From an optimization exercise on the open Yosys and OpenROAD flow, aimed at small area and a short achievable clock period; shortcuts taken in it are not production practice. Function was checked by simulation only, so behaviour that the tests miss may differ from the original. No activity file was given, so power comes from the tool's default toggle rates.

run A:
// top_level
module top_level
#(parameter WIDTH = 8)
(
	input clk, rst, init, finish, ack,
	input [WIDTH-1:0]
		ori_0,
		ori_1,
		ori_2,
		ori_3,
		ori_4,
		ori_5,
		ori_6,
		ori_7,
		ori_8,
		ori_9,
		ori_10,
		ori_11,
		ori_12,
		ori_13,
		ori_14,
		ori_15,
		ori_16,
		ori_17,
		ori_18,
		ori_19,
		ori_20,
		ori_21,
		ori_22,
		ori_23,
		ori_24,
		ori_25,
		ori_26,
		ori_27,
		ori_28,
		ori_29,
		ori_30,
		ori_31,
		can_0,
		can_1,
		can_2,
		can_3,
		can_4,
		can_5,
		can_6,
		can_7,
		can_8,
		can_9,
		can_10,
		can_11,
		can_12,
		can_13,
		can_14,
		can_15,
		can_16,
		can_17,
		can_18,
		can_19,
		can_20,
		can_21,
		can_22,
		can_23,
		can_24,
		can_25,
		can_26,
		can_27,
		can_28,
		can_29,
		can_30,
		can_31,
	output done,
	output [WIDTH+4:0] out_sad
	);
export LEC_CHECK = 0
export CAP_MARGIN = 20
export CORE_MARGIN = 2
export CORE_UTILIZATION = 40
export SETUP_SLACK_MARGIN = 2.6
export SLEW_MARGIN = 20
export SYNTH_HIERARCHICAL = 1
export SYNTH_MINIMUM_KEEP_SIZE = 0
create_clock -name core_clock -period 5.8 [get_ports {clk}]
standard.sh (not shown) runs the stock make flow with config.mk's settings and CLKGATE_MAP_FILE= SYNTH_SCRIPT=/design/flow/synth_recipe.tcl, a recipe that flattens the netlist after the stock synthesis.
==> flow/flow/run.sh <==
#!/bin/bash
# The standard layout with two changes:
#  - the port buffers are buf_1 cells (buffer_ports otherwise picks the slow,
#    large clkdlybuf4s50_1); repair_design and repair_timing still resize them.
#  - synthesis maps the logic with abc_speed.script from this folder: the
#    standard script's delay mapping without its final buffering and sizing
#    passes, so the netlist starts small and the layout's repair_timing sizes
#    up only the paths that need it. Registers, flattening and renaming are
#    exactly as in the standard flow's synthesis (synth_recipe.tcl is used unchanged).
set -euo pipefail
export BUFFER_PORTS_ARGS="-buffer_cell sky130_fd_sc_hd__buf_1"
rm -rf scripts_abc
cp -r "$FLOW_HOME/scripts" scripts_abc
cp flow/abc_speed.script scripts_abc/abc_speed.script
export SCRIPTS_DIR="$PWD/scripts_abc"
bash standard.sh finish > standard.log 2>&1
==> flow/flow/abc_speed.script <==
strash
&get -n
&st
&dch
&nf
&put
buffer -c
topo
stime -c
upsize -c
dnsize -c
No stage failed in run A, and the final checks on the layout all came back clean.
Relative to run A, the following input files were edited for run B:
- an added ABC_AREA of 1
- a deleted SETUP_SLACK_MARGIN that had been 2.6
==> flow/flow/run.sh <==
#!/bin/bash
# The standard layout, except that the port buffers are buf_1 cells
# (buffer_ports otherwise picks the slow, large clkdlybuf4s50_1). repair_design
# and repair_timing still resize them as they do any buffer.
set -euo pipefail
export BUFFER_PORTS_ARGS="-buffer_cell sky130_fd_sc_hd__buf_1"
bash standard.sh finish > standard.log 2>&1
removed: flow/flow/abc_speed.script
Notes after the runs:
Diff run A -> run B: routed wire length went up about 12%, design area rose by 17%, highest cell delay on the worst timing path held.
The class of the worst hold path comes out register to register in one run and primary input to asynchronous set/reset pin in the other, namely in run B and run A respectively.
Changes in run C relative to run B:
- removing ABC_AREA (formerly 1)
- setting SETUP_SLACK_MARGIN to 2.6 for the first time
==> flow/flow/run.sh <==
#!/bin/bash
# The standard layout with two changes:
#  - the port buffers are buf_1 cells (buffer_ports otherwise picks the slow,
#    large clkdlybuf4s50_1); repair_design and repair_timing still resize them.
#  - synthesis maps the logic with abc_speed.script from this folder: the
#    standard script's delay mapping without its final buffering and sizing
#    passes, so the netlist starts small and the layout's repair_timing sizes
#    up only the paths that need it. Registers, flattening and renaming are
#    exactly as in the standard flow's synthesis (synth_recipe.tcl is used unchanged).
set -euo pipefail
export BUFFER_PORTS_ARGS="-buffer_cell sky130_fd_sc_hd__buf_1"
rm -rf scripts_abc
cp -r "$FLOW_HOME/scripts" scripts_abc
cp flow/abc_speed.script scripts_abc/abc_speed.script
export SCRIPTS_DIR="$PWD/scripts_abc"
bash standard.sh finish > standard.log 2>&1
==> flow/flow/abc_speed.script (new file) <==
strash
&get -n
&st
&dch
&nf -p -R 20
&put
[summary]
The synthesized cell count in run B is 1.7 times that in run C.
Non-clock buffer count in run C is 11 above run B.
NOTE count of clock-buffer cells in the layout run B->run C decreased by a few percent
Comparing required time at the worst-slack endpoint for run B and run C, the bigger number came from run B.
Switching power of the nets (higher): run C
The global-route usage over all layers number comes out lower for run B vs run C.
Worst hold slack sits higher in run C than in run B.
Of run B and run C, run B shows the lower maximum fanout along the worst path, with run C above it.
Any difference in part of the total power dissipated in the clock network between run C and run B is small enough to ignore.
Taking run B as the reference, in run C sequential power saw an increase, height of the die saw a decrease.
diff inputs: run C => run D
- ABC_AREA newly set to 1
==> flow/flow/run.sh <==
#!/bin/bash
# The standard layout, except that the port buffers are buf_1 cells
# (buffer_ports otherwise picks the slow, large clkdlybuf4s50_1). repair_design
# and repair_timing still resize them as they do any buffer.
set -euo pipefail
export BUFFER_PORTS_ARGS="-buffer_cell sky130_fd_sc_hd__buf_1"
bash standard.sh finish > standard.log 2>&1
removed: flow/flow/abc_speed.script
--- outcome ---
In run D, the cell area came out 15% above the value in run C. | largest fanout of any net on the critical path | run D vs run C | 7 lower |. Taking run C as the reference point, the synthesized cell count of run D rises by 1595.
[inputs] run E vs run D
- SETUP_SLACK_MARGIN: 2.6 -> 3.1
### Flow results
Post-synthesis sequential area ratio: run D vs run E identical
Compared with run D, in run E multi-input logic portion of the cell area rose by 1.3 points; first-iteration DRC count rose by about 16%; post-route met1 wirelength fell by 1.0%; total power rose by 14%.
Compared with run D, run E shows a global routing met3 resource utilization that is 0.76 points higher.
The final worst-path cycle share number comes out lower for run E vs run D.
Minimum period implied by the final worst setup slack is higher on run D

[what the ideal ports hide]
The flow's constraints put no driver on any port. The routed layouts listed below were extracted and timed again, unchanged, in two steps. Step 1 assumes that a clkbuf_16 drives the clock port and a buf_2 every other input. Step 2, shift: input delay + t, output delay - t, t = (earliest + latest rising clock arrival at the registers) / 2. This alone moves slack from input paths to output paths. Three values: ideal ports, drivers, drivers and shift; two values: the first two.
run	t, ns	setup slack, ns	worst setup path at the end
run A	0.619	2.690 / 2.690 / 2.129	input to register
run B	0.616	2.751 / 2.751 / 2.401	input to register
run C	0.589	2.659 / 2.680 / 2.091	input to register
run D	0.616	2.751 / 2.751 / 2.401	input to register
run E	0.625	2.784 / 2.784 / 2.560	input to register
After both steps every run listed still meets setup and hold. The setup slack of run C, which loses most, moves by +0.021 ns with the drivers and by -0.568 ns with both steps.
